What follows belongs to an exercise in optimizing a design on an open flow for small area; a production flow would make more cautious choices. RTL that was checked went through simulation tests only; none was proved equivalent to the original. For run 4, only the layout was checked, not whether the RTL still works. The clock port is modelled as an ideal driver, which makes a skipped or thinned clock tree look cheaper than it is; a real chip needs a root buffer or a tree. Power is estimated from default activity; no workload was simulated.

$ cat flow/flow/run.sh
#!/bin/bash
set -euo pipefail
cd "$(dirname "$0")/.."
cp config.mk config_own.mk
cat >> config_own.mk <<'EOC'
export BUFFER_PORTS_ARGS = -buffer_cell sky130_fd_sc_hd__buf_1
export CTS_ARGS = -sink_clustering_enable -repair_clock_nets -buf_list sky130_fd_sc_hd__clkbuf_8 -dont_use_dummy_load
EOC
sed "s#DESIGN_CONFIG=[^ ]*#DESIGN_CONFIG=$PWD/config_own.mk#" standard.sh > standard_own.sh
bash standard_own.sh cts > flow_standard_to_cts.log 2>&1
RES=$(ls -d "$PWD"/orfs/results/*/top/base)
CTS_ODB=$RES/4_cts.odb MAX_LEAF_SINKS=14 openroad -no_init -exit flow/merge_cts.tcl > flow_merge_cts.log 2>&1
bash standard_own.sh > flow_standard_finish.log 2>&1
$ cat flow/flow/merge_cts.tcl
# Merge pairs of nearby clock-tree leaf buffers whose combined sink count
# stays small, so fewer leaf buffers drive the registers.
proc leaf_bufs {block} {
  set leaves {}
  foreach inst [$block getInsts] {
    set m [[$inst getMaster] getName]
    if {![string match "sky130_fd_sc_hd__clkbuf_*" $m]} continue
    set onet [[$inst findITerm X] getNet]
    if {$onet == "NULL"} continue
    set allff 1; set n 0
    foreach it [$onet getITerms] {
      if {[$it isOutputSignal]} continue
      incr n
      set mm [[[$it getInst] getMaster] getName]
      if {![string match "sky130_fd_sc_hd__df*" $mm]} { set allff 0 }
    }
    if {$allff && $n > 0} { lappend leaves $inst }
  }
  return $leaves
}
proc merge_round {block maxsinks} {
  set leaves [leaf_bufs $block]
  set used {}
  set merged 0
  set pairs {}
  foreach a $leaves {
    foreach b $leaves {
      if {[$a getId] >= [$b getId]} continue
      lassign [$a getLocation] ax ay
      lassign [$b getLocation] bx by
      lappend pairs [list [expr {abs($ax-$bx)+abs($ay-$by)}] $a $b]
    }
  }
  foreach p [lsort -integer -index 0 $pairs] {
    lassign $p d a b
    if {[lsearch -exact $used $a] >= 0 || [lsearch -exact $used $b] >= 0} continue
    set na [[$a findITerm X] getNet]
    set nb [[$b findITerm X] getNet]
    set sinks {}
    foreach it [$nb getITerms] { if {![$it isOutputSignal]} { lappend sinks $it } }
    set cnt [expr {[llength $sinks] + [llength [$na getITerms]] - 1}]
    if {$cnt > $maxsinks} continue
    foreach it $sinks { $it disconnect; $it connect $na }
    [$b findITerm A] disconnect
    [$b findITerm X] disconnect
    odb::dbInst_destroy $b
    odb::dbNet_destroy $nb
    lappend used $a $b
    incr merged
  }
  puts "merged $merged leaf buffer pairs (at most $maxsinks sinks each)"
}
set odb_file $::env(CTS_ODB)
read_db $odb_file
set block [ord::get_db_block]
puts "leaf buffers before: [llength [leaf_bufs $block]]"
merge_round $block $::env(MAX_LEAF_SINKS)
puts "leaf buffers after: [llength [leaf_bufs $block]]"
write_db $odb_file
$ cat flow/standard.sh
#!/bin/bash
# synth_recipe.tcl (not shown) runs the flow's synth.tcl, then flattens the netlist and writes it again
# the make line also repeats each setting of config.mk as NAME=value (left out here)
make -C /OpenROAD-flow-scripts/flow DESIGN_CONFIG=/design/flow/config.mk WORK_HOME=/design/flow/orfs CLKGATE_MAP_FILE= SYNTH_SCRIPT=/design/flow/synth_recipe.tcl "${@:-finish}"
$ cat flow/config.mk
export PLATFORM = sky130hd
export DESIGN_NAME = top
export DESIGN_NICKNAME = top
export VERILOG_FILES = /design/flow/design.v
export SDC_FILE = /design/flow/constraint.sdc
export NUM_CORES = 4
export LEC_CHECK = 0
export CAP_MARGIN = 0
export CORE_MARGIN = 2
export CORE_UTILIZATION = 70
export CTS_BUF_LIST = sky130_fd_sc_hd__clkbuf_8
export CTS_CLUSTER_SIZE = 30
export SLEW_MARGIN = 0
$ cat flow/constraint.sdc
create_clock -name core_clock -period 10.0 [get_ports {clk}]
set_input_delay 2.0000 -clock core_clock [delete_from_list [all_inputs] [get_ports {clk}]]
set_output_delay 2.0000 -clock core_clock [all_outputs]
set_load 0.01 [all_outputs]
$ cat flow/design.v
module wam_debounce (
    input      clk,
    input      reset,
    input      raw,
    output reg pulse
);
    reg       s0, s1, lvl, lvl_d;
    reg [3:0] cnt;
    wire      diff = s1 ^ lvl;
    always @(posedge clk or posedge reset) begin
        if (reset) begin
            s0    <= 1'b0;
            s1    <= 1'b0;
            lvl   <= 1'b0;
            lvl_d <= 1'b0;
            pulse <= 1'b0;
            cnt   <= 4'd0;
        end else begin
            s0    <= raw;
            s1    <= s0;
            lvl_d <= lvl;
            pulse <= lvl & ~lvl_d;
            cnt   <= diff ? cnt + 4'd1 : 4'd0;
            lvl   <= lvl ^ (diff & (&cnt));
        end
    end
endmodule
module top (
    input        clk,
    input        reset,
    input        button_start,
    input        button_clear,
    input        button_difficulity,
    input        button_hammer,
    input  [4:0] swith,
    output [4:0] LED,
    output [6:0] seg,
    output [3:0] digit_select
);
    wire start_p, clear_p, diff_p, hammer_p;
    wam_debounce u_db_start (.clk(clk), .reset(reset), .raw(button_start),       .pulse(start_p));
    wam_debounce u_db_clear (.clk(clk), .reset(reset), .raw(button_clear),       .pulse(clear_p));
    wam_debounce u_db_diff  (.clk(clk), .reset(reset), .raw(button_difficulity), .pulse(diff_p));
    wam_debounce u_db_ham   (.clk(clk), .reset(reset), .raw(button_hammer),      .pulse(hammer_p));
    reg [1:0] dl;
    always @(posedge clk or posedge reset) begin
        if (reset)       dl <= 2'd0;
        else if (diff_p) dl <= {dl[0], ~dl[1] & ~dl[0]};
    end
    reg  [9:0] R;
    wire [9:0] R_inc = R + 10'd1;
    wire       R_wrap = R[9] & R[8] & (&R[4:0]);
    always @(posedge clk or posedge reset) begin
        if (reset) R <= 10'd4;
        else       R <= R_wrap ? 10'd0 : R_inc;
    end
    wire       tick     = (R == 10'd203) || (R == 10'd603);
    wire [1:0] sel      = R[4:3];
    wire [1:0] sel_next = R_inc[4:3];
    localparam [1:0] S_IDLE = 2'd0, S_CD = 2'd1, S_PLAY = 2'd2, S_GO = 2'd3;
    reg [1:0] state, prev;
    reg [1:0] diff_reg;
    reg       clr_cd, clr_gt, clr_sc;
    reg [2:0] c5;           
    reg [1:0] rt;           
    reg [3:0] ro;           
    reg [7:0] score;
    wire en_cd   = (prev == S_CD);
    wire E       = (prev == S_PLAY);
    wire cd_done = (c5 == 3'd0);
    wire gt_done = (rt == 2'd0) && (ro == 4'd0);
    reg [1:0] nstate;
    always @(*) begin
        nstate = state;
        case (state)
            S_IDLE: if (start_p) nstate = S_CD;
            S_CD:   if (cd_done) nstate = S_PLAY;
            S_PLAY: if (gt_done) nstate = S_GO; else if (start_p) nstate = S_CD;
            S_GO:   if (start_p) nstate = S_CD;
        endcase
    end
    always @(posedge clk or posedge reset) begin
        if (reset) begin
            state    <= S_IDLE;
            prev     <= S_IDLE;
            diff_reg <= 2'd0;
            clr_cd   <= 1'b1;
            clr_gt   <= 1'b1;
            clr_sc   <= 1'b1;
        end else begin
            state <= nstate;
            prev  <= state;
            if ((state == S_IDLE || state == S_GO) && diff_p)
                diff_reg <= dl;
            case (state)
                S_IDLE: begin
                    clr_cd <= 1'b1; clr_gt <= 1'b1; clr_sc <= 1'b1;
                end
                S_CD: begin
                    clr_cd <= (prev != S_CD) | start_p;
                    clr_gt <= 1'b1; clr_sc <= 1'b1;
                end
                S_PLAY: begin
                    clr_cd <= start_p;
                    clr_gt <= (prev != S_PLAY) | clear_p | start_p;
                    clr_sc <= clear_p | start_p;
                end
                default: begin
                    clr_cd <= 1'b0;
                    clr_gt <= clear_p;
                    clr_sc <= clear_p;
                end
            endcase
        end
    end
    always @(posedge clk or posedge reset) begin
        if (reset) begin
            c5 <= 3'd5;
            rt <= 2'd3;
            ro <= 4'd0;
        end else begin
            if (clr_cd)             c5 <= 3'd5;
            else if (tick & en_cd)  c5 <= c5 - 3'd1;
            if (clr_gt) begin
                rt <= 2'd3;
                ro <= 4'd0;
            end else if (tick & E) begin
                if (ro == 4'd0) begin
                    ro <= 4'd9;
                    rt <= rt - 2'd1;
                end else begin
                    ro <= ro - 4'd1;
                end
            end
        end
    end
    reg [15:0] lfsr;
    reg [2:0]  rn;
    wire fb = lfsr[15] ^ lfsr[13] ^ lfsr[12] ^ lfsr[10];
    always @(posedge clk or posedge reset) begin
        if (reset) begin
            lfsr <= 16'hACE1;
            rn   <= 3'd0;
        end else begin
            lfsr <= {lfsr[14:0], fb};
            if (E) rn <= lfsr[2:0];
        end
    end
    reg [4:0] rn_led;
    always @(*) begin
        case (rn)
            3'd0: rn_led = 5'b00001;
            3'd1: rn_led = 5'b00010;
            3'd2, 3'd5: rn_led = 5'b00100;
            3'd3, 3'd6: rn_led = 5'b01000;
            default: rn_led = 5'b10000;
        endcase
    end
    reg [4:0] mole_led;
    reg [4:0] sw_prev, sed;
    reg       hv, to;
    reg [8:0] lo;
    reg [1:0] hi;
    wire has    = |mole_led;
    wire lo_end = (lo == 9'b110101000);    
    wire lo_beg = (lo == 9'd0);
    reg  hi_lim;
    always @(*) begin
        case (diff_reg)
            2'd0:    hi_lim = (hi == 2'd3);
            2'd1:    hi_lim = (hi == 2'd2);
            default: hi_lim = (hi == 2'd1);
        endcase
    end
    wire load = ~has | to;
    wire trst = ~E | load;
    wire [4:0] led_n = ~E ? 5'd0 : load ? rn_led : hv ? 5'd0 : mole_led;
    always @(posedge clk or posedge reset) begin
        if (reset) begin
            mole_led <= 5'd0;
            sw_prev  <= 5'd0;
            sed      <= 5'd0;
            hv       <= 1'b0;
            to       <= 1'b0;
            lo       <= 9'd0;
            hi       <= 2'd0;
        end else begin
            mole_led <= led_n;
            sw_prev  <= swith;
            sed      <= (hammer_p | ~has) ? 5'd0 : sed | (mole_led & (swith ^ sw_prev));
            hv       <= hammer_p & |(sed & mole_led & led_n);
            to       <= E & hi_lim & lo_beg;
            lo       <= (trst | lo_end) ? 9'd0 : {lo[7:0], ~(lo[8] ^ lo[4])};
            hi       <= trst ? 2'd0 : hi + {1'b0, lo_end};
        end
    end
    wire hit = E & ~has & ~clr_gt;
    wire [3:0] so = score[3:0];
    wire [3:0] st = score[7:4];
    wire o9  = so[3] & so[0];
    wire inc = hit & ~(o9 & st[3] & st[0]);
    wire ti  = inc & o9;
    wire [7:0] tg = {ti & st[0] & (st[3] | (st[2] & st[1])), ti & st[1] & st[0], ti & st[0] & ~st[3], ti,
                     inc & so[0] & (so[3] | (so[2] & so[1])), inc & so[1] & so[0], inc & so[0] & ~so[3], inc};
    always @(posedge clk or posedge reset) begin
        if (reset) score <= 8'd0;
        else       score <= clr_sc ? 8'd0 : score ^ tg;
    end
    assign LED = mole_led;
    reg [3:0] nr;
    reg [3:0] nib_n;
    always @(*) begin
        case (sel_next)
            2'd0: nib_n = (state == S_PLAY) ? ro : 4'd0;
            2'd1: nib_n = (state == S_PLAY) ? {2'd0, rt} : 4'd0;
            2'd2: case (state)
                      S_IDLE:  nib_n = {2'd0, diff_reg};
                      S_CD:    nib_n = {1'b0, c5};
                      default: nib_n = score[3:0];
                  endcase
            default: nib_n = state[1] ? score[7:4] : 4'd0;
        endcase
    end
    always @(posedge clk or posedge reset) begin
        if (reset) nr <= 4'd0;
        else       nr <= nib_n;
    end
    reg [3:0] an;
    always @(*) begin
        case (sel)
            2'd0:    an = 4'b1110;
            2'd1:    an = 4'b1101;
            2'd2:    an = 4'b1011;
            default: an = 4'b0111;
        endcase
    end
    wire [3:0] d = nr;
    wire sa = d[3] | d[1] | (d[2] & d[0]) | (~d[2] & ~d[0]);
    wire sb = ~d[2] | (d[1] & d[0]) | (~d[1] & ~d[0]);
    wire sc = d[2] | ~d[1] | d[0];
    wire sd = d[3] | (~d[2] & ~d[0]) | (d[1] & ~d[0]) | (~d[2] & d[1]) | (d[2] & ~d[1] & d[0]);
    wire se = (~d[2] & ~d[0]) | (d[1] & ~d[0]);
    wire sf = d[3] | (~d[1] & ~d[0]) | (d[2] & ~d[1]) | (d[2] & ~d[0]);
    wire sgg = d[3] | (d[2] & ~d[1]) | (~d[2] & d[1]) | (d[1] & ~d[0]);
    wire [6:0] sg = ~{sgg, sf, se, sd, sc, sb, sa};
    assign seg = sg;
    assign digit_select = an;
endmodule
==> results of run 1 <==
==> final timing paths <==
check                      slack (ps)           endpoint     from  depth (start not counted)
max                              6540             seg[3]    nr[0]                          4
min                               330            lfsr[9]  lfsr[8]                          0
max reg2reg                      7740              rt[1]  prev[1]                          4
min reg2reg                       330            lfsr[9]  lfsr[8]                          0
max in group asynchronous        7020               R[9]    reset                          3
min in group asynchronous        1640  u_db_clear.cnt[2]    reset                          2
==> metal layers <==
metal  GRT usage  part of all wire  vias up  wire [µm]
met1       0.327              0.45     1700       4040
met2       0.398              0.49      100       4450
met5           0                 0        -          0
met4      0.0833             0.014        0        124
met3      0.0581             0.049       10        444
li1            -                 -     1667          -
==> worst max-delay path, delay by kind of cell, from the launching register on <==
family / cells / cell delay, ps
flip-flops: 1 / 440
AO/OA/AOI/OAI: 2 / 320
AND/OR/NAND/NOR: 1 / 180
buffers and inverters: 1 / 160
==> layout by cell type (no fill, tap or decap), types with 4 or more instances in the layout <==
cell type / n
nor2b_1: 19
a22oi_1: 4
xor2_1: 14
a21oi_1: 27
nor2_1: 45
inv_1: 18
buf_1: 26
or4_1: 4
nand2b_1: 11
nor3b_1: 7
or3_1: 6
xnor2_1: 18
a31oi_1: 9
o21ai_0: 13
clkbuf_8: 12
and2_1: 10
mux2i_1: 5
nor3_1: 9
dfstp_2: 16
mux2_2: 8
dfrtp_1: 109
ha_1: 19
nand3_1: 16
and3_1: 7
nand2_1: 20
nand4_1: 4
==> power by group <==
group | internal [mW] | total, mW | switching [mW]
clock network | 0.107 | 0.254 | 0.147
registers | 0.521 | 0.536 | 0.0150
logic | 0.0250 | 0.0725 | 0.0475
==> metrics by stage <==
step / cells / worst slack (ps) / instance area [µm²] / util
final: 594 / 6540 / 5720 / 0.780
after floorplan: 467 / 4700 / 5370 / -
after CTS: 599 / 6500 / 5790 / 0.790
after global routing: 594 / 6400 / 5720 / 0.780
after detailed placement: 582 / 6510 / 5550 / 0.758
after global placement: 582 / 6540 / 5550 / 0.758
==> layout make-up <==
| type | instances | area [µm²] | share of cell area |
|---|---|---|---|
| well taps | 99 | 124 | 0.0217 |
| repair buffers | 27 | 105 | 0.0184 |
| clock buffers | 12 | 165 | 0.0289 |
| flip-flops and latches | 125 | 3150 | 0.550 |
| multi-input cells | 312 | 2100 | 0.368 |
| inverters | 19 | 73.8 | 0.0129 |
==> Yosys cell counts (9+ instances only) <==
cell type	count	area [µm²]
nor2b_1	19	119
nor2_1	45	169
dfrtp_1	109	2730
nand3_1	16	80.1
xnor2_1	18	158
nand2b_1	11	68.8
inv_1	19	71.3
nand2_1	20	75.1
xor2_1	14	123
ha_1	19	238
a31oi_1	9	56.3
and2_1	10	62.6
o21ai_0	13	65.1
nor3_1	9	45.0
a21oi_1	27	135
dfstp_2	16	420
==> logic make-up after synthesis <==
logic type | share of synthesized area
and+or+nand+nor | 0.179
DFF | 0.586
AOI/OAI and AO/OA | 0.0904
xor gates and xnor gates | 0.0522
buffers and inverters | 0.0217
adders and majority gates | 0.0443
muxes | 0.0261
==> flow_metrics.env, run 1 <==
export IMPL_worst_ep_arrival_time_ps=1460
export IMPL_cp_cell_sequence="nand2b_1, a21o_1, a21oi_1, buf_1"
export IMPL_finalPower_mw=0.863
export IMPL_regMostFlops="lfsr"
export IMPL_track_usage=0.245
export IMPL_ys_warnings_count=2
export IMPL_vias=3477
export IMPL_grt_ovfl_total=0
export IMPL_start_kind="register"
export IMPL_leakage_nw=2.59
export IMPL_drv_slew=0
export IMPL_slowest_stage="dfrtp_1"
export IMPL_numClockSinks=125
export IMPL_drt_initial_drc_count=219
export IMPL_die_area_um2=8380
export IMPL_cap_violations=0
export IMPL_grt_pass1_vias=3460
export IMPL_fill_cells=486
export IMPL_setup_violations=0
export IMPL_synth_edff_count=0
export IMPL_netlist_instances=467
export IMPL_hold_viol_final=0
export IMPL_grt_max_degree=84
export IMPL_dr_pass1_iters=6
export IMPL_coreArea_um2=7330
export IMPL_area_delta_synth_final_pct=6.55
export IMPL_insertion_delay_ps=380
export IMPL_post_route_period_util=0.346
export IMPL_avgRoutedWirePerCell_um=15.3
export IMPL_clk_pin_slew_ps=90
export IMPL_peakVddDrop_mv=0.141
export IMPL_top_regs="lfsr: 16 flops, R: 10 flops, lo: 9 flops"
export IMPL_grt_pass1_wl_um=16000
export IMPL_die_y_um=91.6
export IMPL_finalClockSkew_ps=26.9
export IMPL_synth_seq_cells=125
export IMPL_start_util=0.732
export IMPL_viasPerCell=5.85
export IMPL_rsz0062_at_grt="false"
export IMPL_maxSlewHeadroom=0.362
export IMPL_dpl_hpwl_um=6310
export IMPL_cts_resized=0
export IMPL_ys_seq_area_frac=0.586
export IMPL_outcome="complete, no violations"
export IMPL_worst_pin_slew_ps=957
export IMPL_ys_async_sr_fraction=1.00
export IMPL_critPathKind="reg -> out"
export IMPL_max_stage_delay_ps=440
export IMPL_synthFlopType="dfrtp_1"
export IMPL_antenna_cells=0
export IMPL_cp_required_ps=8000
export IMPL_largest_register_ffs=16
export IMPL_period_minus_slack_ps=3460
export IMPL_synth_nets=497
export IMPL_die_w_um=91.6
export IMPL_drc_errors=0
export IMPL_pin_count=27
export IMPL_fin_setup_tns_ps=0
export IMPL_hold_ws_ps=332
export IMPL_grt_antenna_before_repair=0
export IMPL_ys_types=55
export IMPL_gp_congestion=0.898
export IMPL_ant_nets=0
export IMPL_syn_area_um2=5370
export IMPL_hold_buffers=0
export IMPL_timing_fmax_mhz=289
export IMPL_drive_gt1_frac=0.0970
export IMPL_worstSetupEndpointType="output pin"
export IMPL_powerDensity_nw_per_um2=151
export IMPL_num_rows=31
export IMPL_post_synth_cell_area_avg_um2=11.5
export IMPL_io_buffers=26
export IMPL_worstPathMaxFanout=6
export IMPL_worstHoldPathType="reg -> reg"
export IMPL_wirelength_um=9070
export IMPL_post_cts_setup_buffer_count=0
export IMPL_nets=527
==> run 2, diff against run 1 <==
--- a/flow/design.v
+++ b/flow/design.v
@@ -157,7 +157,8 @@
         endcase
     end
     reg [4:0] mole_led;
-    reg [4:0] sw_prev, sed;
+    reg [4:0] sed;
+    reg       sw_ref;    
     reg       hv, to;
     reg [8:0] lo;
     reg [1:0] hi;
@@ -178,7 +179,7 @@
     always @(posedge clk or posedge reset) begin
         if (reset) begin
             mole_led <= 5'd0;
-            sw_prev  <= 5'd0;
+            sw_ref   <= 1'b0;
             sed      <= 5'd0;
             hv       <= 1'b0;
             to       <= 1'b0;
@@ -186,8 +187,8 @@
             hi       <= 2'd0;
         end else begin
             mole_led <= led_n;
-            sw_prev  <= swith;
-            sed      <= (hammer_p | ~has) ? 5'd0 : sed | (mole_led & (swith ^ sw_prev));
+            sw_ref   <= |(led_n & swith);
+            sed      <= (hammer_p | ~has) ? 5'd0 : sed | (mole_led & {5{|(mole_led & swith) ^ sw_ref}});
             hv       <= hammer_p & |(sed & mole_led & led_n);
             to       <= E & hi_lim & lo_beg;
             lo       <= (trst | lo_end) ? 9'd0 : {lo[7:0], ~(lo[8] ^ lo[4])};
==> run 2 against run 1 <==
Against the previous run: still clean; clock power shrank 6%; sequential power decreased by 3%; first-iteration DRC count down 21%; synthesized cell count is 0.86% lower; routed wire length down 0.84%; register-to-register slack worse by 80 ps; final area decreased by 2.8%; power decreased by 3.8%; critical path type unchanged; largest cell class unchanged; largest power group unchanged.
==> flow_metrics.env, run 2 <==
export IMPL_die_y_um=90.2
export IMPL_numClockSinks=121
export IMPL_avgRoutedWirePerCell_um=15.1
export IMPL_r2r_start="prev[0]"
export IMPL_ys_seq_area_frac=0.586
export IMPL_track_usage=0.249
export IMPL_drt_initial_drc_count=174
export IMPL_finalClockSkew_ps=19.9
export IMPL_finalWorstSetupSlack_ps=6530
export IMPL_dpl_hpwl_um=6320
export IMPL_worst_ep_arrival_time_ps=1470
export IMPL_hold_viol_final=0
export IMPL_endpoint="seg[3]"
export IMPL_synthFlopType="dfrtp_1"
export IMPL_clk_pin_slew_ps=80
export IMPL_slowest_stage="dfrtp_1"
export IMPL_synth_top_area_frac=0.505
export IMPL_wirelength_um=8990
export IMPL_leakage_nw=2.50
export IMPL_reg2reg_to="score[7]"
export IMPL_post_route_period_util=0.347
export IMPL_path_delay_family="flip-flops"
export IMPL_cp_cell_sequence="nand2b_1, a21o_1, a21oi_1, buf_1"
export IMPL_fin_setup_tns_ps=0
export IMPL_coreArea_um2=7210
export IMPL_worstPathMaxFanout=6
export IMPL_drv_slew=0
export IMPL_vias=3401
export IMPL_cp_buffers_inverters=1
export IMPL_syn_area_um2=5200
export IMPL_grt_ovfl_total=0
export IMPL_critPathLaunch="nr[0]"
export IMPL_max_stage_delay_ps=440
export IMPL_synth_nets=493
export IMPL_io_buffers=26
export IMPL_drive_gt1_frac=0.0889
export IMPL_viasPerCell=5.73
export IMPL_rsz0062_at_grt="false"
export IMPL_nets=527
export IMPL_die_area_um2=8140
export IMPL_start_kind="register"
export IMPL_outcome="complete, no violations"
export IMPL_yosys_area_top_type="dfrtp_1"
export IMPL_post_synth_cell_area_avg_um2=11.2
export IMPL_layout_common_cells="dfrtp_1 (105), nor2_1 (47), nand2_1 (32)"
export IMPL_powerDensity_nw_per_um2=149
export IMPL_pin_count=27
export IMPL_die_w_um=90.2
export IMPL_holdCritStartpoint="u_db_clear.s0"
export IMPL_ys_warnings_count=2
export IMPL_drc_errors=0
export IMPL_cp_required_ps=8000
export IMPL_reg2reg_depth=7
export IMPL_ys_async_sr_fraction=1.00
export IMPL_grt_pass1_wl_um=16200
export IMPL_synth_seq_cells=121
export IMPL_regMostFlops="lfsr"
export IMPL_worstSetupEndpointType="output pin"
export IMPL_reg2reg_slack_ps=7660
export IMPL_num_rows=31
export IMPL_final_common_cell="dfrtp_1"
export IMPL_gp_congestion=0.821
export IMPL_post_cts_setup_buffer_count=0
export IMPL_insertion_delay_ps=380
export IMPL_critPathKind="reg -> out"
export IMPL_synth_area_top_cells="dfrtp_1 (51%), dfstp_2 (8.1%), ha_1 (4.6%)"
export IMPL_worstHoldPathType="reg -> reg"
export IMPL_start_util=0.721
export IMPL_maxSlewHeadroom=0.439
export IMPL_cap_violations=0
export IMPL_hold_buffers=0
export IMPL_ys_types=54
export IMPL_grt_max_degree=73
export IMPL_fill_cells=503
export IMPL_synth_edff_count=0
export IMPL_worst_pin_slew_ps=841
export IMPL_cts_resized=0
export IMPL_synthTopCellsByCount="dfrtp_1 (105), nor2_1 (47), nand2_1 (32)"
export IMPL_grt_pass1_vias=3529
export IMPL_area_delta_synth_final_pct=6.90
export IMPL_grt_antenna_before_repair=0
export IMPL_dr_pass1_iters=4
export IMPL_peakVddDrop_mv=0.124
export IMPL_synthMostInstantiatedCell="dfrtp_1"
export IMPL_place_worst_setup_slack_ps=6560
export IMPL_antenna_cells=0
export IMPL_ant_nets=0
export IMPL_top_regs="lfsr: 16 flops, R: 10 flops, lo: 9 flops"
export IMPL_period_minus_slack_ps=3470
export IMPL_timing_fmax_mhz=288
export IMPL_setup_violations=0
export IMPL_path_depth=4
export IMPL_largest_register_ffs=16
export IMPL_netlist_instances=463
## run 2: changes by cell type in the layout (fill, tap and decap cells not counted), sizes merged, moves of 4 or more
| cell | delta |
|---|---|
| nand2 | +13 |
| xor2 | -4 |
| dfrtp | -4 |
| a22o | +4 |
| xnor2 | +4 |
| nand3 | +5 |
| o21ai | +5 |
| mux2i | -5 |
| a31oi | -4 |
| nor3b | -4 |
## run 2: report_power, final
part / internal, mW / leakage [nW] / total [mW] / switching, mW
registers: 0.504 / 1.59 / 0.519 / 0.0147
clock network: 0.0985 / 0.0791 / 0.239 / 0.141
logic: 0.0239 / 0.830 / 0.0716 / 0.0477
## run 2: metal layers
metal | up-vias | global-route usage | routed length (µm)
met1 | 1682 | 0.339 | 4200
met2 | 53 | 0.403 | 4390
li1 | 1651 | - | -
met5 | - | 0 | 0
met4 | 0 | 0.0872 | 152
met3 | 15 | 0.0520 | 242
## run 2: worst min path at each step
| stage | endpoint | cells after the start |
|---|---|---|
| after detailed placement | lfsr[5] | 0 |
| after floorplan | lfsr[4] | 0 |
| after global placement | u_db_clear.s1 | 0 |
| final | u_db_clear.s1 | 0 |
| after global routing | u_db_clear.s1 | 0 |
| after CTS | lfsr[10] | 0 |
## run 2: logic make-up (layout without fill, tap and decap cells)
kind of cell | after synthesis | in the layout | share of synthesized area
adder cells (fa/ha/maj) | 19 | 19 | 0.0457
AO/OA/AOI/OAI | 77 | 77 | 0.0998
multiplexers | 8 | 8 | 0.0173
AND/OR/NAND/NOR | 182 | 182 | 0.180
XOR/XNOR | 32 | 32 | 0.0539
flip-flops | 121 | 121 | 0.586
buffers and inverters | 24 | 56 | 0.0176
## run 2: worst register-to-register path, cell delays in order, from the launching register on
cell and delay [ps]:
dfrtp_1 410, nor2b_1 620, nand4b_1 290, nor3_1 270, ha_1 190, nor2b_1 200, nand3_1 120, a21oi_1 160
## run 2: layout make-up
| cell class | count | area (µm²) | area share |
|---|---|---|---|
| multi-input cells | 318 | 2060 | 0.371 |
| flip-flops and latches | 121 | 3050 | 0.548 |
| well taps | 99 | 124 | 0.0223 |
| repair buffers | 27 | 105 | 0.0189 |
| inverters | 18 | 70.1 | 0.0126 |
| clock buffers | 11 | 151 | 0.0272 |
## run 2: stage by stage
step / hold WS (ps) / cell area [µm²] / power (mW) / utilization / instances
after floorplan: 331 / 5200 / 0.578 / - / 463
after global placement: 334 / 5410 / 0.596 / 0.750 / 583
after detailed placement: 341 / 5410 / 0.600 / 0.750 / 583
after CTS: 355 / 5640 / 0.899 / 0.782 / 600
after global routing: 346 / 5560 / 0.868 / 0.771 / 594
final: 341 / 5560 / 0.830 / 0.771 / 594
==> run 3, diff against run 2 <==
--- a/flow/flow/run.sh
+++ b/flow/flow/run.sh
@@ -9,5 +9,5 @@
 sed "s#DESIGN_CONFIG=[^ ]*#DESIGN_CONFIG=$PWD/config_own.mk#" standard.sh > standard_own.sh
 bash standard_own.sh cts > flow_standard_to_cts.log 2>&1
 RES=$(ls -d "$PWD"/orfs/results/*/top/base)
-CTS_ODB=$RES/4_cts.odb MAX_LEAF_SINKS=14 openroad -no_init -exit flow/merge_cts.tcl > flow_merge_cts.log 2>&1
+CTS_ODB=$RES/4_cts.odb MAX_LEAF_SINKS=18 openroad -no_init -exit flow/merge_cts.tcl > flow_merge_cts.log 2>&1
 bash standard_own.sh > flow_standard_finish.log 2>&1
==> run 3 against run 2 <==
Against the previous run: still clean on timing, DRC and antenna; critical path depth unchanged; cell count down 0.17%; maximum frequency up 0.12%; non-clock buffer count unchanged; final area down 0.25%; routed wire length down 0.34%; global-route usage about the same; power down 1.3%; via count up 0.15%; sequential share of layout area up 0.14 points; register-to-register slack about the same; area after synthesis unchanged; critical endpoint unchanged.
==> flow_metrics.env, run 3 <==
export IMPL_hold_ws_ps=354
export IMPL_post_cts_setup_buffer_count=0
export IMPL_peakVddDrop_mv=0.127
export IMPL_holdCritStartpoint="lfsr[3]"
export IMPL_num_rows=31
export IMPL_drc_errors=0
export IMPL_p_int_mw=0.618
export IMPL_fin_setup_tns_ps=0
export IMPL_ys_types=54
export IMPL_final_common_cell="dfrtp_1"
export IMPL_pwr_share_seq=0.634
export IMPL_synth_top_area_frac=0.505
export IMPL_ys_seq_area_frac=0.586
export IMPL_cts_resized=0
export IMPL_io_buffers=26
export IMPL_clk_pin_slew_ps=80
export IMPL_drive_gt1_frac=0.0870
export IMPL_top_regs="lfsr: 16 flops, R: 10 flops, lo: 9 flops"
export IMPL_gp_congestion=0.821
export IMPL_reg2reg_depth=7
export IMPL_fill_cells=506
export IMPL_vias=3406
export IMPL_drv_slew=0
export IMPL_cap_violations=0
export IMPL_die_w_um=90.2
export IMPL_timing_fmax_mhz=289
export IMPL_comb_power_share=0.088
export IMPL_fin_util=0.769
export IMPL_finalClockSkew_ps=38.0
export IMPL_antenna_cells=0
export IMPL_clockPowerShare=0.279
export IMPL_worstPathMaxFanout=6
export IMPL_design_area_um2=5550
export IMPL_post_route_period_util=0.346
export IMPL_worstSetupEndpointType="output pin"
export IMPL_netlist_instances=463
export IMPL_maxSlewHeadroom=0.435
export IMPL_regMostFlops="lfsr"
export IMPL_synthFlopType="dfrtp_1"
export IMPL_cp_required_ps=8000
export IMPL_powerDensity_nw_per_um2=148
export IMPL_grt_ovfl_total=0
export IMPL_grt_pass1_vias=3530
export IMPL_yosys_area_top_type="dfrtp_1"
export IMPL_dpl_cell_area_um2=5410
export IMPL_outcome="complete, no violations"
export IMPL_synthMostInstantiatedCell="dfrtp_1"
export IMPL_worst_ep_arrival_time_ps=1460
export IMPL_grt_max_degree=73
export IMPL_netSwitchingPower_mw=0.201
export IMPL_nets=526
export IMPL_p_sw_frac=0.245
export IMPL_drt_initial_drc_count=191
export IMPL_r2r_start="prev[0]"
export IMPL_post_synth_cell_area_avg_um2=11.2
export IMPL_viasPerCell=5.74
export IMPL_hold_buffers=0
export IMPL_layout_common_cells="dfrtp_1 (105), nor2_1 (47), nand2_1 (32)"
export IMPL_avgRoutedWirePerCell_um=15.1
export IMPL_ys_warnings_count=2
export IMPL_period_minus_slack_ps=3460
export IMPL_reg2reg_slack_ps=7650
export IMPL_setup_violations=0
export IMPL_hold_depth=0
export IMPL_synth_nets=493
export IMPL_min_to="lfsr[4]"
export IMPL_synthTopCellsByCount="dfrtp_1 (105), nor2_1 (47), nand2_1 (32)"
export IMPL_leakage_nw=2.49
export IMPL_wirelength_um=8960
export IMPL_ant_nets=0
export IMPL_start_util=0.721
export IMPL_worst_pin_slew_ps=847
export IMPL_dr_pass1_iters=4
export IMPL_ys_async_sr_fraction=1.00
export IMPL_start_kind="register"
export IMPL_grt_antenna_before_repair=0
export IMPL_dpl_hpwl_um=6320
export IMPL_finalPower_mw=0.819
export IMPL_area_delta_synth_final_pct=6.64
export IMPL_grt_pass1_wl_um=16200
export IMPL_synth_seq_cells=121
export IMPL_track_usage=0.249
export IMPL_coreArea_um2=7210
export IMPL_critPathKind="reg -> out"
export IMPL_synth_edff_count=0
export IMPL_pin_count=27
export IMPL_die_y_um=90.2
export IMPL_numClockSinks=121
export IMPL_hold_viol_final=0
export IMPL_synth_area_top_cells="dfrtp_1 (51%), dfstp_2 (8.1%), ha_1 (4.6%)"
export IMPL_syn_area_um2=5200
export IMPL_largest_register_ffs=16
export IMPL_reg2reg_to="score[7]"
export IMPL_worstHoldPathType="reg -> reg"
export IMPL_die_area_um2=8140
export IMPL_rsz0062_at_grt="false"
export IMPL_insertion_delay_ps=380
==> run 3: cell counts after synthesis <==
Identical to the previous run, type by type.
==> run 3: how the worst max path moves through the flow <==
stage	from	endpoint
final	nr[0]	seg[3]
after global routing	nr[0]	seg[3]
after CTS	nr[0]	seg[3]
after detailed placement	reset	mole_led[1]
after global placement	reset	mole_led[4]
after floorplan	reset	R[0]
==> run 3: area by class of cell <==
class / count / area [µm²] / area share
clock buffer: 10 / 138 / 0.0248
tap: 99 / 124 / 0.0223
sequential: 121 / 3050 / 0.549
multi-input combinational: 318 / 2060 / 0.372
inverter: 18 / 70.1 / 0.0126
timing repair buffer: 27 / 105 / 0.0189
==> run 3: cell families after synthesis <==
| group | synth area share |
|---|---|
| buffers and inverters | 0.0176 |
| DFF | 0.586 |
| muxes | 0.0173 |
| xor gates and xnor gates | 0.0539 |
| adders and majority gates | 0.0457 |
| AOI/OAI and AO/OA | 0.0998 |
| and+or+nand+nor | 0.180 |
==> run 3: stage by stage <==
stage                     std cells  worst slack, ps
after detailed placement        583             6560
after global placement          583             6610
after floorplan                 463             4810
after global routing            593             6430
final                           593             6540
after CTS                       600             6480
==> run 3: worst max-delay path, cell delays in order, from the launching register on <==
cell and delay (ps):
dfrtp_1 440, nand2b_1 180, a21o_1 190, a21oi_1 120, buf_1 160
==> run 3: layer usage <==
metal  part of all wire  track usage  vias to the layer above
met1               0.46        0.335                     1668
met2               0.49        0.405                       69
met3              0.035       0.0495                       18
met4              0.020       0.0949                        0
met5                  0            0                        -
li1                   -            -                     1651
==> run 3: power groups by stage <==
stage | Combinational (mW) | Clock (mW) | Sequential [mW]
6_report | 0.0718 | 0.228 | 0.519
5_1_grt | 0.0817 | 0.254 | 0.522
4_1_cts | 0.0727 | 0.306 | 0.520
3_5_place_dp | 0.0720 | 0 | 0.528
3_3_place_gp | 0.0686 | 0 | 0.528
2_1_floorplan | 0.0537 | 0 | 0.524
==> run 4, diff against run 3 <==
--- a/flow/design.v
+++ b/flow/design.v
@@ -159,12 +159,12 @@
     reg [4:0] mole_led;
     reg [4:0] sed;
     reg       sw_ref;    
-    reg       hv, to;
+    reg       hv;
     reg [8:0] lo;
     reg [1:0] hi;
     wire has    = |mole_led;
     wire lo_end = (lo == 9'b110101000);    
-    wire lo_beg = (lo == 9'd0);
+    wire lo_hi0 = (lo[8:1] == 8'd0);
     reg  hi_lim;
     always @(*) begin
         case (diff_reg)
@@ -173,8 +173,10 @@
             default: hi_lim = (hi == 2'd1);
         endcase
     end
-    wire load = ~has | to;
-    wire trst = ~E | load;
+    wire at_lim = hi_lim & lo_hi0 & ~lo[0];
+    wire to     = hi_lim & lo_hi0 & lo[0];
+    wire load   = ~has | to;
+    wire trst   = ~E | (load & ~at_lim);
     wire [4:0] led_n = ~E ? 5'd0 : load ? rn_led : hv ? 5'd0 : mole_led;
     always @(posedge clk or posedge reset) begin
         if (reset) begin
@@ -182,7 +184,6 @@
             sw_ref   <= 1'b0;
             sed      <= 5'd0;
             hv       <= 1'b0;
-            to       <= 1'b0;
             lo       <= 9'd0;
             hi       <= 2'd0;
         end else begin
@@ -190,7 +191,6 @@
             sw_ref   <= |(led_n & swith);
             sed      <= (hammer_p | ~has) ? 5'd0 : sed | (mole_led & {5{|(mole_led & swith) ^ sw_ref}});
             hv       <= hammer_p & |(sed & mole_led & led_n);
-            to       <= E & hi_lim & lo_beg;
             lo       <= (trst | lo_end) ? 9'd0 : {lo[7:0], ~(lo[8] ^ lo[4])};
             hi       <= trst ? 2'd0 : hi + {1'b0, lo_end};
         end
--- a/flow/flow/run.sh
+++ b/flow/flow/run.sh
@@ -9,5 +9,5 @@
 sed "s#DESIGN_CONFIG=[^ ]*#DESIGN_CONFIG=$PWD/config_own.mk#" standard.sh > standard_own.sh
 bash standard_own.sh cts > flow_standard_to_cts.log 2>&1
 RES=$(ls -d "$PWD"/orfs/results/*/top/base)
-CTS_ODB=$RES/4_cts.odb MAX_LEAF_SINKS=18 openroad -no_init -exit flow/merge_cts.tcl > flow_merge_cts.log 2>&1
+CTS_ODB=$RES/4_cts.odb MAX_LEAF_SINKS=14 openroad -no_init -exit flow/merge_cts.tcl > flow_merge_cts.log 2>&1
 bash standard_own.sh > flow_standard_finish.log 2>&1
==> run 4 against run 3 <==
Against the previous run: maximum frequency decreased by 0.66%; cell count grew 0.67%; power decreased by 6.0%; critical path depth stayed put; routed wire length is 3.2% higher; final area grew 0.79%; critical endpoint unchanged; register-to-register slack worse by 180 ps; non-clock buffer count stayed put; sequential cell count decreased by 1; area after synthesis up 0.60%; first-iteration DRC count up 2.1%; sequential share of layout area decreased by 0.88 points.
==> flow_metrics.env, run 4 <==
export IMPL_regMostFlops="lfsr"
export IMPL_r2r_start="mole_led[1]"
export IMPL_viasPerCell=5.83
export IMPL_post_route_period_util=0.349
export IMPL_dpl_cell_area_um2=5430
export IMPL_worstHoldPathType="reg -> reg"
export IMPL_synth_edff_count=0
export IMPL_min_to="lfsr[15]"
export IMPL_track_usage=0.244
export IMPL_synthFlopType="dfrtp_1"
export IMPL_nets=529
export IMPL_synth_seq_cells=120
export IMPL_ys_warnings_count=2
export IMPL_netlist_instances=469
export IMPL_final_common_cell="dfrtp_1"
export IMPL_timing_fmax_mhz=287
export IMPL_design_area_um2=5590
export IMPL_drv_slew=0
export IMPL_post_synth_cell_area_avg_um2=11.2
export IMPL_hold_ws_ps=352
export IMPL_vias=3482
export IMPL_hold_viol_final=0
export IMPL_slowest_stage="dfrtp_1"
export IMPL_ant_nets=0
export IMPL_comb_power_share=0.031
export IMPL_start_util=0.722
export IMPL_pin_count=27
export IMPL_area_delta_synth_final_pct=6.84
export IMPL_syn_area_um2=5230
export IMPL_gp_congestion=0.824
export IMPL_num_rows=31
export IMPL_reg2reg_depth=7
export IMPL_period_minus_slack_ps=3490
export IMPL_hold_depth=0
export IMPL_maxSlewHeadroom=0.298
export IMPL_worst_pin_slew_ps=1050
export IMPL_fin_util=0.771
export IMPL_worstPathMaxFanout=6
export IMPL_cp_buffers_inverters=1
export IMPL_hold_buffers=0
export IMPL_numClockSinks=120
export IMPL_insertion_delay_ps=390
export IMPL_io_buffers=26
export IMPL_path_delay_family="flip-flops"
export IMPL_layout_common_cells="dfrtp_1 (104), nor2_1 (41), nand2_1 (28)"
export IMPL_cap_violations=0
export IMPL_drt_initial_drc_count=195
export IMPL_ys_async_sr_fraction=1.00
export IMPL_fill_cells=496
export IMPL_grt_max_degree=87
export IMPL_die_area_um2=8180
export IMPL_peakVddDrop_mv=0.125
export IMPL_p_int_mw=0.607
export IMPL_clk_pin_slew_ps=80
export IMPL_rsz0062_at_grt="false"
export IMPL_pwr_share_seq=0.646
export IMPL_die_y_um=90.5
export IMPL_holdCritStartpoint="lfsr[14]"
export IMPL_worstSetupEndpointType="output pin"
export IMPL_reg2reg_to="score[3]"
export IMPL_setup_violations=0
export IMPL_cts_resized=0
export IMPL_yosys_area_top_type="dfrtp_1"
export IMPL_finalClockSkew_ps=20.1
export IMPL_leakage_nw=2.55
export IMPL_synth_mux_area_frac=0.0332
export IMPL_fin_setup_tns_ps=0
export IMPL_grt_pass1_wl_um=15700
export IMPL_synth_simple_gate_area_frac=0.184
export IMPL_reg2reg_slack_ps=7470
export IMPL_avgRoutedWirePerCell_um=15.5
export IMPL_grt_antenna_before_repair=0
export IMPL_synth_top_family_by_area="simple AND/OR/NAND/NOR gates"
export IMPL_synth_area_top_cells="dfrtp_1 (50%), dfstp_2 (8.0%), ha_1 (4.3%)"
export IMPL_synthMostInstantiatedCell="dfrtp_1"
export IMPL_outcome="complete, no violations"
export IMPL_dpl_hpwl_um=6440
export IMPL_largest_register_ffs=16
export IMPL_clockPowerShare=0.323
export IMPL_powerDensity_nw_per_um2=138
export IMPL_drc_errors=0
export IMPL_synth_top_area_frac=0.497
export IMPL_p_sw_frac=0.211
export IMPL_ys_types=51
export IMPL_dr_pass1_iters=4
export IMPL_cp_cell_sequence="nand2b_1, a21o_1, a21oi_1, buf_1"
export IMPL_grt_ovfl_total=0
export IMPL_top_regs="lfsr: 16 flops, R: 10 flops, lo: 9 flops"
export IMPL_wirelength_um=9250
export IMPL_worst_ep_arrival_time_ps=1490
export IMPL_drive_gt1_frac=0.102
export IMPL_die_w_um=90.5
export IMPL_start_kind="register"
export IMPL_synthXorXnorAreaFrac=0.0536
export IMPL_ys_seq_area_frac=0.578
export IMPL_cp_required_ps=8000
export IMPL_synthAdderAreaFrac=0.0430
export IMPL_grt_pass1_vias=3428
export IMPL_netSwitchingPower_mw=0.163
export IMPL_critPathKind="reg -> out"
export IMPL_synthTopCellsByCount="dfrtp_1 (104), nor2_1 (41), nand2_1 (28)"
export IMPL_max_stage_delay_ps=430
export IMPL_antenna_cells=0
export IMPL_coreArea_um2=7250
export IMPL_synth_compound_area_frac=0.0880
export IMPL_post_cts_setup_buffer_count=0
export IMPL_synth_nets=498
## run 4: kinds of logic (layout without fill, tap and decap cells)
group / count (synthesis) / in the layout
muxes: 15 / 15
and+or+nand+nor: 184 / 184
adders and majority gates: 18 / 18
xor gates and xnor gates: 32 / 32
DFF: 120 / 120
buffers and inverters: 28 / 57
AOI/OAI and AO/OA: 72 / 72
## run 4: final cells by class
cell class	count	area, µm²	area share
Clock buffer	12	165	0.0295
Inverter	18	70.1	0.0125
Multi-Input combinational cell	321	2100	0.376
Sequential cell	120	3020	0.541
Tap cell	99	124	0.0222
Timing Repair Buffer	27	105	0.0188
## run 4: metal layers
| layer | share of wire | GRT usage |
|---|---|---|
| met1 | 0.46 | 0.332 |
| met2 | 0.48 | 0.387 |
| met3 | 0.039 | 0.0618 |
| met4 | 0.015 | 0.0846 |
| met5 | 0 | 0 |
## run 4: worst max path at each step
stage | end | slack, ps | start | depth (start not counted)
floorplan | R[0] | 4840 | reset | 1
global placement | sed[4] | 6540 | reset | 3
detailed placement | lfsr[8] | 6540 | reset | 3
CTS | seg[3] | 6470 | nr[0] | 4
global route | seg[3] | 6400 | nr[0] | 4
finish | seg[3] | 6510 | nr[0] | 4
## run 4: power groups by stage
stage	sequential, mW	combinational [mW]	clock [mW]
floorplan	0.505	0.0174	0
global placement	0.506	0.0235	0
detailed placement	0.507	0.0246	0
CTS	0.498	0.0249	0.304
global route	0.498	0.0282	0.274
finish	0.498	0.0239	0.249
## run 4: through the flow
stage	cells	worst slack [ps]	total power, mW
finish	597	6510	0.770
global route	597	6400	0.801
CTS	602	6470	0.827
detailed placement	585	6540	0.531
global placement	585	6540	0.529
floorplan	469	4840	0.523
==> run 5, diff against run 4 <==
--- a/flow/design.v
+++ b/flow/design.v
@@ -57,16 +57,17 @@
     wire       tick     = (R == 10'd203) || (R == 10'd603);
     wire [1:0] sel      = R[4:3];
     wire [1:0] sel_next = R_inc[4:3];
-    localparam [1:0] S_IDLE = 2'd0, S_CD = 2'd1, S_PLAY = 2'd2, S_GO = 2'd3;
-    reg [1:0] state, prev;
+    localparam [1:0] S_IDLE = 2'd0, S_CD = 2'd1, S_PLAY = 2'd3, S_GO = 2'd2;
+    reg [1:0] state;
+    reg       pp, pc;       
     reg [1:0] diff_reg;
     reg       clr_cd, clr_gt, clr_sc;
     reg [2:0] c5;           
     reg [1:0] rt;           
     reg [3:0] ro;           
     reg [7:0] score;
-    wire en_cd   = (prev == S_CD);
-    wire E       = (prev == S_PLAY);
+    wire en_cd   = pc;
+    wire E       = pp;
     wire cd_done = (c5 == 3'd0);
     wire gt_done = (rt == 2'd0) && (ro == 4'd0);
     reg [1:0] nstate;
@@ -82,14 +83,16 @@
     always @(posedge clk or posedge reset) begin
         if (reset) begin
             state    <= S_IDLE;
-            prev     <= S_IDLE;
+            pp       <= 1'b0;
+            pc       <= 1'b0;
             diff_reg <= 2'd0;
             clr_cd   <= 1'b1;
             clr_gt   <= 1'b1;
             clr_sc   <= 1'b1;
         end else begin
             state <= nstate;
-            prev  <= state;
+            pp    <= (state == S_PLAY);
+            pc    <= (state == S_CD);
             if ((state == S_IDLE || state == S_GO) && diff_p)
                 diff_reg <= dl;
             case (state)
@@ -97,12 +100,12 @@
                     clr_cd <= 1'b1; clr_gt <= 1'b1; clr_sc <= 1'b1;
                 end
                 S_CD: begin
-                    clr_cd <= (prev != S_CD) | start_p;
+                    clr_cd <= ~pc | start_p;
                     clr_gt <= 1'b1; clr_sc <= 1'b1;
                 end
                 S_PLAY: begin
                     clr_cd <= start_p;
-                    clr_gt <= (prev != S_PLAY) | clear_p | start_p;
+                    clr_gt <= ~pp | clear_p | start_p;
                     clr_sc <= clear_p | start_p;
                 end
                 default: begin
@@ -159,12 +162,12 @@
     reg [4:0] mole_led;
     reg [4:0] sed;
     reg       sw_ref;    
-    reg       hv;
+    reg       hv, to;
     reg [8:0] lo;
     reg [1:0] hi;
     wire has    = |mole_led;
     wire lo_end = (lo == 9'b110101000);    
-    wire lo_hi0 = (lo[8:1] == 8'd0);
+    wire lo_beg = (lo == 9'd0);
     reg  hi_lim;
     always @(*) begin
         case (diff_reg)
@@ -173,10 +176,8 @@
             default: hi_lim = (hi == 2'd1);
         endcase
     end
-    wire at_lim = hi_lim & lo_hi0 & ~lo[0];
-    wire to     = hi_lim & lo_hi0 & lo[0];
-    wire load   = ~has | to;
-    wire trst   = ~E | (load & ~at_lim);
+    wire load = ~has | to;
+    wire trst = ~E | load;
     wire [4:0] led_n = ~E ? 5'd0 : load ? rn_led : hv ? 5'd0 : mole_led;
     always @(posedge clk or posedge reset) begin
         if (reset) begin
@@ -184,6 +185,7 @@
             sw_ref   <= 1'b0;
             sed      <= 5'd0;
             hv       <= 1'b0;
+            to       <= 1'b0;
             lo       <= 9'd0;
             hi       <= 2'd0;
         end else begin
@@ -191,6 +193,7 @@
             sw_ref   <= |(led_n & swith);
             sed      <= (hammer_p | ~has) ? 5'd0 : sed | (mole_led & {5{|(mole_led & swith) ^ sw_ref}});
             hv       <= hammer_p & |(sed & mole_led & led_n);
+            to       <= E & hi_lim & lo_beg;
             lo       <= (trst | lo_end) ? 9'd0 : {lo[7:0], ~(lo[8] ^ lo[4])};
             hi       <= trst ? 2'd0 : hi + {1'b0, lo_end};
         end
@@ -219,7 +222,7 @@
                       S_CD:    nib_n = {1'b0, c5};
                       default: nib_n = score[3:0];
                   endcase
-            default: nib_n = state[1] ? score[7:4] : 4'd0;
+            default: nib_n = state[1] ? score[7:4] : 4'd0;    
         endcase
     end
     always @(posedge clk or posedge reset) begin
--- a/flow/flow/run.sh
+++ b/flow/flow/run.sh
@@ -9,5 +9,5 @@
 sed "s#DESIGN_CONFIG=[^ ]*#DESIGN_CONFIG=$PWD/config_own.mk#" standard.sh > standard_own.sh
 bash standard_own.sh cts > flow_standard_to_cts.log 2>&1
 RES=$(ls -d "$PWD"/orfs/results/*/top/base)
-CTS_ODB=$RES/4_cts.odb MAX_LEAF_SINKS=14 openroad -no_init -exit flow/merge_cts.tcl > flow_merge_cts.log 2>&1
+CTS_ODB=$RES/4_cts.odb MAX_LEAF_SINKS=22 openroad -no_init -exit flow/merge_cts.tcl > flow_merge_cts.log 2>&1
 bash standard_own.sh > flow_standard_finish.log 2>&1
--- a/flow/config.mk
+++ b/flow/config.mk
@@ -7,7 +7,7 @@
 export LEC_CHECK = 0
 export CAP_MARGIN = 0
 export CORE_MARGIN = 2
-export CORE_UTILIZATION = 70
+export CORE_UTILIZATION = 85
 export CTS_BUF_LIST = sky130_fd_sc_hd__clkbuf_8
 export CTS_CLUSTER_SIZE = 30
 export SLEW_MARGIN = 0
==> run 5 against run 4 <==
Against the previous run: still clean on timing, DRC and antenna; routed wire length is 47% higher; core utilization rose by 15 points; register-to-register slack got worse by 80 ps; highest routed layer unchanged; largest power group unchanged; area after synthesis down 2.0%; power fell by 2.1%; sequential power barely moved; die area shrank 18%; non-clock buffer count did not move; combinational power barely moved; final area is 3.1% lower; sequential share of layout area increased by 2.2 points; critical endpoint unchanged.
==> flow_metrics.env, run 5 <==
export IMPL_worst_ep_arrival_time_ps=1540
export IMPL_p_sw_frac=0.225
export IMPL_nets=498
export IMPL_track_usage=0.449
export IMPL_worstSetupEndpointType="output pin"
export IMPL_reg2reg_depth=7
export IMPL_dr_pass1_iters=12
export IMPL_top_regs="lfsr: 16 flops, R: 10 flops, lo: 9 flops"
export IMPL_cap_violations=0
export IMPL_die_area_um2=6670
export IMPL_synthFlopType="dfrtp_1"
export IMPL_vias=4059
export IMPL_holdCritStartpoint="u_db_diff.s0"
export IMPL_drc_errors=0
export IMPL_ant_nets=0
export IMPL_critPathKind="reg -> out"
export IMPL_insertion_delay_ps=380
export IMPL_synth_edff_count=0
export IMPL_finalPower_mw=0.754
export IMPL_drt_initial_drc_count=561
export IMPL_regMostFlops="lfsr"
export IMPL_drv_slew=0
export IMPL_die_w_um=81.7
export IMPL_timing_fmax_mhz=283
export IMPL_worst_pin_slew_ps=1020
export IMPL_num_rows=28
export IMPL_pin_count=27
export IMPL_layout_common_cells="dfrtp_1 (105), nor2_1 (36), nand2_1 (29)"
export IMPL_post_synth_cell_area_avg_um2=11.5
export IMPL_fin_util=0.920
export IMPL_worstHoldPathType="reg -> reg"
export IMPL_reg2reg_slack_ps=7390
export IMPL_grt_ovfl_total=0
export IMPL_worstPathMaxFanout=6
export IMPL_grt_max_degree=71
export IMPL_clk_pin_slew_ps=100
export IMPL_rsz0062_at_grt="false"
export IMPL_synth_area_top_cells="dfrtp_1 (51%), dfstp_2 (8.2%), ha_1 (3.4%)"
export IMPL_cts_resized=0
export IMPL_hold_viol_final=0
export IMPL_syn_area_um2=5130
export IMPL_peakVddDrop_mv=0.165
export IMPL_gp_congestion=0.867
export IMPL_netlist_instances=445
export IMPL_post_route_period_util=0.354
export IMPL_dpl_hpwl_um=7520
export IMPL_period_minus_slack_ps=3540
export IMPL_area_delta_synth_final_pct=5.61
export IMPL_netSwitchingPower_mw=0.169
export IMPL_post_cts_setup_buffer_count=0
export IMPL_synth_top_area_frac=0.512
export IMPL_maxSlewHeadroom=0.314
export IMPL_io_buffers=26
export IMPL_fin_setup_tns_ps=0
export IMPL_synthTopCellsByCount="dfrtp_1 (105), nor2_1 (36), nand2_1 (29)"
export IMPL_finalClockSkew_ps=21.4
export IMPL_yosys_area_top_type="dfrtp_1"
export IMPL_ys_types=57
export IMPL_hold_buffers=0
export IMPL_final_common_cell="dfrtp_1"
export IMPL_hold_depth=0
export IMPL_avgRoutedWirePerCell_um=24.9
export IMPL_outcome="complete, no violations"
export IMPL_die_y_um=81.7
export IMPL_grt_antenna_before_repair=0
export IMPL_grt_pass1_wl_um=21400
export IMPL_p_int_mw=0.584
export IMPL_numClockSinks=121
export IMPL_place_worst_setup_slack_ps=6600
export IMPL_drive_gt1_frac=0.0955
export IMPL_powerDensity_nw_per_um2=139
export IMPL_min_to="u_db_diff.s1"
export IMPL_r2r_start="mole_led[2]"
export IMPL_synthMostInstantiatedCell="dfrtp_1"
export IMPL_finalWorstSetupSlack_ps=6460
export IMPL_viasPerCell=7.43
export IMPL_start_util=0.871
export IMPL_wirelength_um=13600
export IMPL_synth_nets=470
export IMPL_seq_area_um2=3050
export IMPL_cp_required_ps=8000
export IMPL_clockPowerShare=0.304
export IMPL_start_kind="register"
export IMPL_antenna_cells=0
export IMPL_comb_power_share=0.032
export IMPL_fill_cells=184
export IMPL_ys_seq_area_frac=0.594
export IMPL_multi_input_area_um2=1990
export IMPL_ys_warnings_count=2
export IMPL_grt_pass1_vias=4001
export IMPL_pwr_share_seq=0.664
export IMPL_setup_violations=0
export IMPL_ys_async_sr_fraction=1.00
export IMPL_coreArea_um2=5890
export IMPL_largest_register_ffs=16
export IMPL_synth_seq_cells=121
export IMPL_leakage_nw=2.49
export IMPL_reg2reg_to="score[7]"
-- run 5: cell families after synthesis --
| family | after synthesis | synth area share |
|---|---|---|
| AO/OA/AOI/OAI | 69 | 0.0925 |
| XOR/XNOR | 31 | 0.0529 |
| adder cells (fa/ha/maj) | 14 | 0.0342 |
| buffers and inverters | 25 | 0.0183 |
| flip-flops | 121 | 0.594 |
| multiplexers | 15 | 0.0324 |
| AND/OR/NAND/NOR | 170 | 0.175 |
-- run 5: cell type report --
| class | count | area share |
|---|---|---|
| inverter | 15 | 0.0109 |
| timing repair buffer | 27 | 0.0194 |
| multi-input combinational | 299 | 0.367 |
| tap | 75 | 0.0173 |
| clock buffer | 9 | 0.0229 |
| sequential | 121 | 0.563 |
-- run 5: power groups by stage --
| stage | logic, mW | clock network, mW | registers, mW |
|---|---|---|---|
| CTS | 0.0243 | 0.310 | 0.501 |
| finish | 0.0240 | 0.229 | 0.501 |
| global placement | 0.0209 | 0 | 0.509 |
| global route | 0.0272 | 0.242 | 0.501 |
| floorplan | 0.0159 | 0 | 0.508 |
| detailed placement | 0.0227 | 0 | 0.509 |
-- run 5: routing by layer --
layer / vias up / part of all wire / GRT usage
met5: - / 0 / 0
met4: 0 / 0.060 / 0.255
met3: 104 / 0.096 / 0.0956
met2: 382 / 0.49 / 0.735
met1: 1977 / 0.35 / 0.562
li1: 1596 / - / -
-- run 5: worst max-delay path: stages, from the launching register on --
cell	delay [ps]
dfrtp_1	450
nand2b_1	200
a21o_1	220
a21oi_1	140
buf_1	170
-- run 5: worst max-delay path by stage --
stage / from / to / slack [ps] / cells past startpoint
after floorplan: reset / R[0] / 4810 / 1
after global placement: reset / u_db_ham.cnt[0] / 6630 / 3
after detailed placement: reset / lo[3] / 6600 / 3
after CTS: nr[0] / seg[3] / 6420 / 4
after global routing: nr[0] / seg[3] / 6360 / 4
final: nr[0] / seg[3] / 6460 / 4
-- run 5: through the flow --
stage,cells,hold WS [ps],area (µm²)
final,546,359,5420
after floorplan,445,331,5130
after global routing,546,368,5420
after global placement,537,331,5290
after detailed placement,537,336,5290
after CTS,554,352,5530
==> run 6, diff against run 5 <==
--- a/flow/flow/run.sh
+++ b/flow/flow/run.sh
@@ -9,5 +9,5 @@
 sed "s#DESIGN_CONFIG=[^ ]*#DESIGN_CONFIG=$PWD/config_own.mk#" standard.sh > standard_own.sh
 bash standard_own.sh cts > flow_standard_to_cts.log 2>&1
 RES=$(ls -d "$PWD"/orfs/results/*/top/base)
-CTS_ODB=$RES/4_cts.odb MAX_LEAF_SINKS=22 openroad -no_init -exit flow/merge_cts.tcl > flow_merge_cts.log 2>&1
+CTS_ODB=$RES/4_cts.odb MAX_LEAF_SINKS=18 openroad -no_init -exit flow/merge_cts.tcl > flow_merge_cts.log 2>&1
 bash standard_own.sh > flow_standard_finish.log 2>&1
--- a/flow/config.mk
+++ b/flow/config.mk
@@ -7,7 +7,7 @@
 export LEC_CHECK = 0
 export CAP_MARGIN = 0
 export CORE_MARGIN = 2
-export CORE_UTILIZATION = 85
+export CORE_UTILIZATION = 70
 export CTS_BUF_LIST = sky130_fd_sc_hd__clkbuf_8
 export CTS_CLUSTER_SIZE = 30
 export SLEW_MARGIN = 0
==> run 6 against run 5 <==
Against the previous run: still clean on timing, DRC and antenna; setup slack improved by 76 ps; sequential cell count unchanged; sequential share of layout area down 0.45 points; sequential power about the same; combinational power fell by 11%; die area increased by 20%; power shrank 0.46%; via count fell by 18%.
==> flow_metrics.env, run 6 <==
export IMPL_outcome="complete, no violations"
export IMPL_fill_cells=461
export IMPL_cap_violations=0
export IMPL_post_synth_cell_area_avg_um2=11.5
export IMPL_grt_ovfl_total=0
export IMPL_timing_fmax_mhz=289
export IMPL_grt_antenna_before_repair=0
export IMPL_drive_gt1_frac=0.0975
export IMPL_seq_area_um2=3050
export IMPL_ys_warnings_count=2
export IMPL_critPathKind="reg -> out"
export IMPL_worstSetupEndpointType="output pin"
export IMPL_leakage_nw=2.49
export IMPL_post_cts_setup_buffer_count=0
export IMPL_drv_slew=0
export IMPL_antenna_cells=0
export IMPL_netlist_instances=445
export IMPL_synth_top_area_frac=0.512
export IMPL_grt_pass1_wl_um=14500
export IMPL_hold_ws_ps=334
export IMPL_peakVddDrop_mv=0.172
export IMPL_maxSlewHeadroom=0.252
export IMPL_multi_input_area_um2=1990
export IMPL_ant_nets=0
export IMPL_cts_resized=0
export IMPL_synthTopCellsByCount="dfrtp_1 (105), nor2_1 (36), nand2_1 (29)"
export IMPL_synthFlopType="dfrtp_1"
export IMPL_worstHoldPathType="reg -> reg"
export IMPL_synthMostInstantiatedCell="dfrtp_1"
export IMPL_worstPathMaxFanout=6
export IMPL_hold_buffers=0
export IMPL_setup_violations=0
export IMPL_start_util=0.715
export IMPL_insertion_delay_ps=380
export IMPL_finalClockSkew_ps=27.7
export IMPL_pin_count=27
export IMPL_grt_max_degree=97
export IMPL_top_regs="lfsr: 16 flops, R: 10 flops, lo: 9 flops"
export IMPL_start_kind="register"
export IMPL_period_minus_slack_ps=3460
export IMPL_viasPerCell=5.81
export IMPL_synth_seq_cells=121
export IMPL_dr_pass1_iters=5
export IMPL_wirelength_um=8980
export IMPL_ys_seq_area_frac=0.594
export IMPL_area_delta_synth_final_pct=6.47
export IMPL_drc_errors=0
export IMPL_track_usage=0.241
export IMPL_ys_types=57
export IMPL_synth_edff_count=0
export IMPL_powerDensity_nw_per_um2=137
export IMPL_clk_pin_slew_ps=100
export IMPL_design_area_um2=5460
export IMPL_cp_cell_sequence="nand2b_1, a21o_1, a21oi_1, buf_1"
export IMPL_finalPower_mw=0.750
export IMPL_numClockSinks=121
export IMPL_largest_register_ffs=16
export IMPL_ys_async_sr_fraction=1.00
export IMPL_num_rows=31
export IMPL_die_w_um=89.6
export IMPL_fin_setup_tns_ps=0
export IMPL_post_route_period_util=0.346
export IMPL_final_common_cell="dfrtp_1"
export IMPL_dpl_cell_area_um2=5320
export IMPL_worst_ep_arrival_time_ps=1460
export IMPL_dpl_hpwl_um=6180
export IMPL_worst_pin_slew_ps=1120
export IMPL_vias=3317
export IMPL_path_delay_family="flip-flops"
export IMPL_slowest_stage="dfrtp_1"
export IMPL_die_area_um2=8030
export IMPL_yosys_area_top_type="dfrtp_1"
export IMPL_regMostFlops="lfsr"
export IMPL_synth_area_top_cells="dfrtp_1 (51%), dfstp_2 (8.2%), ha_1 (3.4%)"
export IMPL_die_y_um=89.6
export IMPL_nets=499
export IMPL_drt_initial_drc_count=198
export IMPL_hold_viol_final=0
export IMPL_layout_common_cells="dfrtp_1 (105), nor2_1 (36), nand2_1 (29)"
export IMPL_avgRoutedWirePerCell_um=15.7
export IMPL_grt_pass1_vias=3112
export IMPL_cp_required_ps=8000
export IMPL_syn_area_um2=5130
export IMPL_max_stage_delay_ps=440
export IMPL_cp_buffers_inverters=1
export IMPL_synth_nets=470
export IMPL_coreArea_um2=7180
export IMPL_io_buffers=26
export IMPL_gp_congestion=0.833
export IMPL_rsz0062_at_grt="false"
==> run 6: path summary, 6_finish.rpt <==
| kind | startpoint | slack, ps | cells past startpoint | endpoint |
|---|---|---|---|---|
| max | nr[0] | 6540 | 4 | seg[3] |
| min | u_db_clear.s0 | 330 | 0 | u_db_clear.s1 |
| max reg2reg | R[2] | 7640 | 5 | nr[0] |
| min reg2reg | u_db_clear.s0 | 330 | 0 | u_db_clear.s1 |
| max in group asynchronous | reset | 6980 | 3 | c5[1] |
| min in group asynchronous | reset | 1570 | 2 | asynchronous set/reset pin |
==> run 6: layout make-up <==
class	instances	share of cell area
repair buffers	27	0.0192
well taps	99	0.0227
clock buffers	10	0.0252
inverters	15	0.0108
flip-flops and latches	121	0.558
multi-input cells	299	0.364
==> run 6: where the power goes <==
group	total (mW)	switching [mW]	internal, mW
sequential	0.500	0.00454	0.495
combinational	0.0214	0.0146	0.00680
clock	0.229	0.139	0.0900
total	0.750	0.158	0.592
==> run 6: worst reg2reg max path, delay by kind of cell (launching register included) <==
family,cells,cell delay (ps)
XOR/XNOR,1,740
AND/OR/NAND/NOR,1,230
flip-flops,1,580
multiplexers,1,420
AO/OA/AOI/OAI,2,260
==> run 6: routing by layer <==
layer | up-vias | track usage | part of all wire
met5 | - | 0 | 0
met4 | 0 | 0.0611 | 0.0087
met3 | 7 | 0.0649 | 0.030
met2 | 56 | 0.402 | 0.51
met1 | 1654 | 0.319 | 0.45
li1 | 1600 | - | -
==> run 6: kinds of logic after synthesis <==
group	count (synthesis)	synth area share
XOR/XNOR	31	0.0529
adder cells (fa/ha/maj)	14	0.0342
AO/OA/AOI/OAI	69	0.0925
buffers and inverters	25	0.0183
flip-flops	121	0.594
multiplexers	15	0.0324
AND/OR/NAND/NOR	170	0.175
==> run 6: stage by stage <==
stage | worst slack, ps | utilization | cells
after floorplan | 4810 | - | 445
after global placement | 6560 | 0.742 | 561
after detailed placement | 6520 | 0.742 | 561
after CTS | 6490 | 0.774 | 578
after global routing | 6400 | 0.761 | 571
final | 6540 | 0.761 | 571

-- re-timing with driven ports --
The flow's constraints put no driver on any port. The routed layouts listed below were extracted and timed again, unchanged, in two steps. Step 1 (the two cells are an assumption about what drives the block):
set clk [get_ports {clk}]
set_driving_cell -lib_cell sky130_fd_sc_hd__clkbuf_16 $clk
set_driving_cell -lib_cell sky130_fd_sc_hd__buf_2 [delete_from_list [all_inputs] $clk]
Step 2 also shifts input and output timing later by t, the mid clock arrival at the registers, as if the neighbouring blocks saw the same clock. Three values: no drivers, after step 1, after step 2; two values: the first two.
| run | t (ns) | setup WS [ns] | hold slack, ns |
|---|---|---|---|
| run 1 | 0.401 | 6.536 / 6.501 / 6.629 | 0.332 / 0.332 / 0.332 |
| run 2 | 0.398 | 6.533 / 6.502 / 6.651 | 0.341 / 0.341 / 0.341 |
| run 3 | 0.393 | 6.537 / 6.506 / 6.638 | 0.354 / 0.354 / 0.354 |
| run 4 | 0.410 | 6.514 / 6.481 / 6.593 | 0.352 / 0.352 / 0.352 |
| run 5 | 0.404 | 6.463 / 6.429 / 6.609 | 0.359 / 0.359 / 0.359 |
| run 6 | 0.395 | 6.539 / 6.509 / 6.588 | 0.334 / 0.334 / 0.334 |
After both steps every run listed still meets setup and hold. Setup slack includes reset recovery checks.
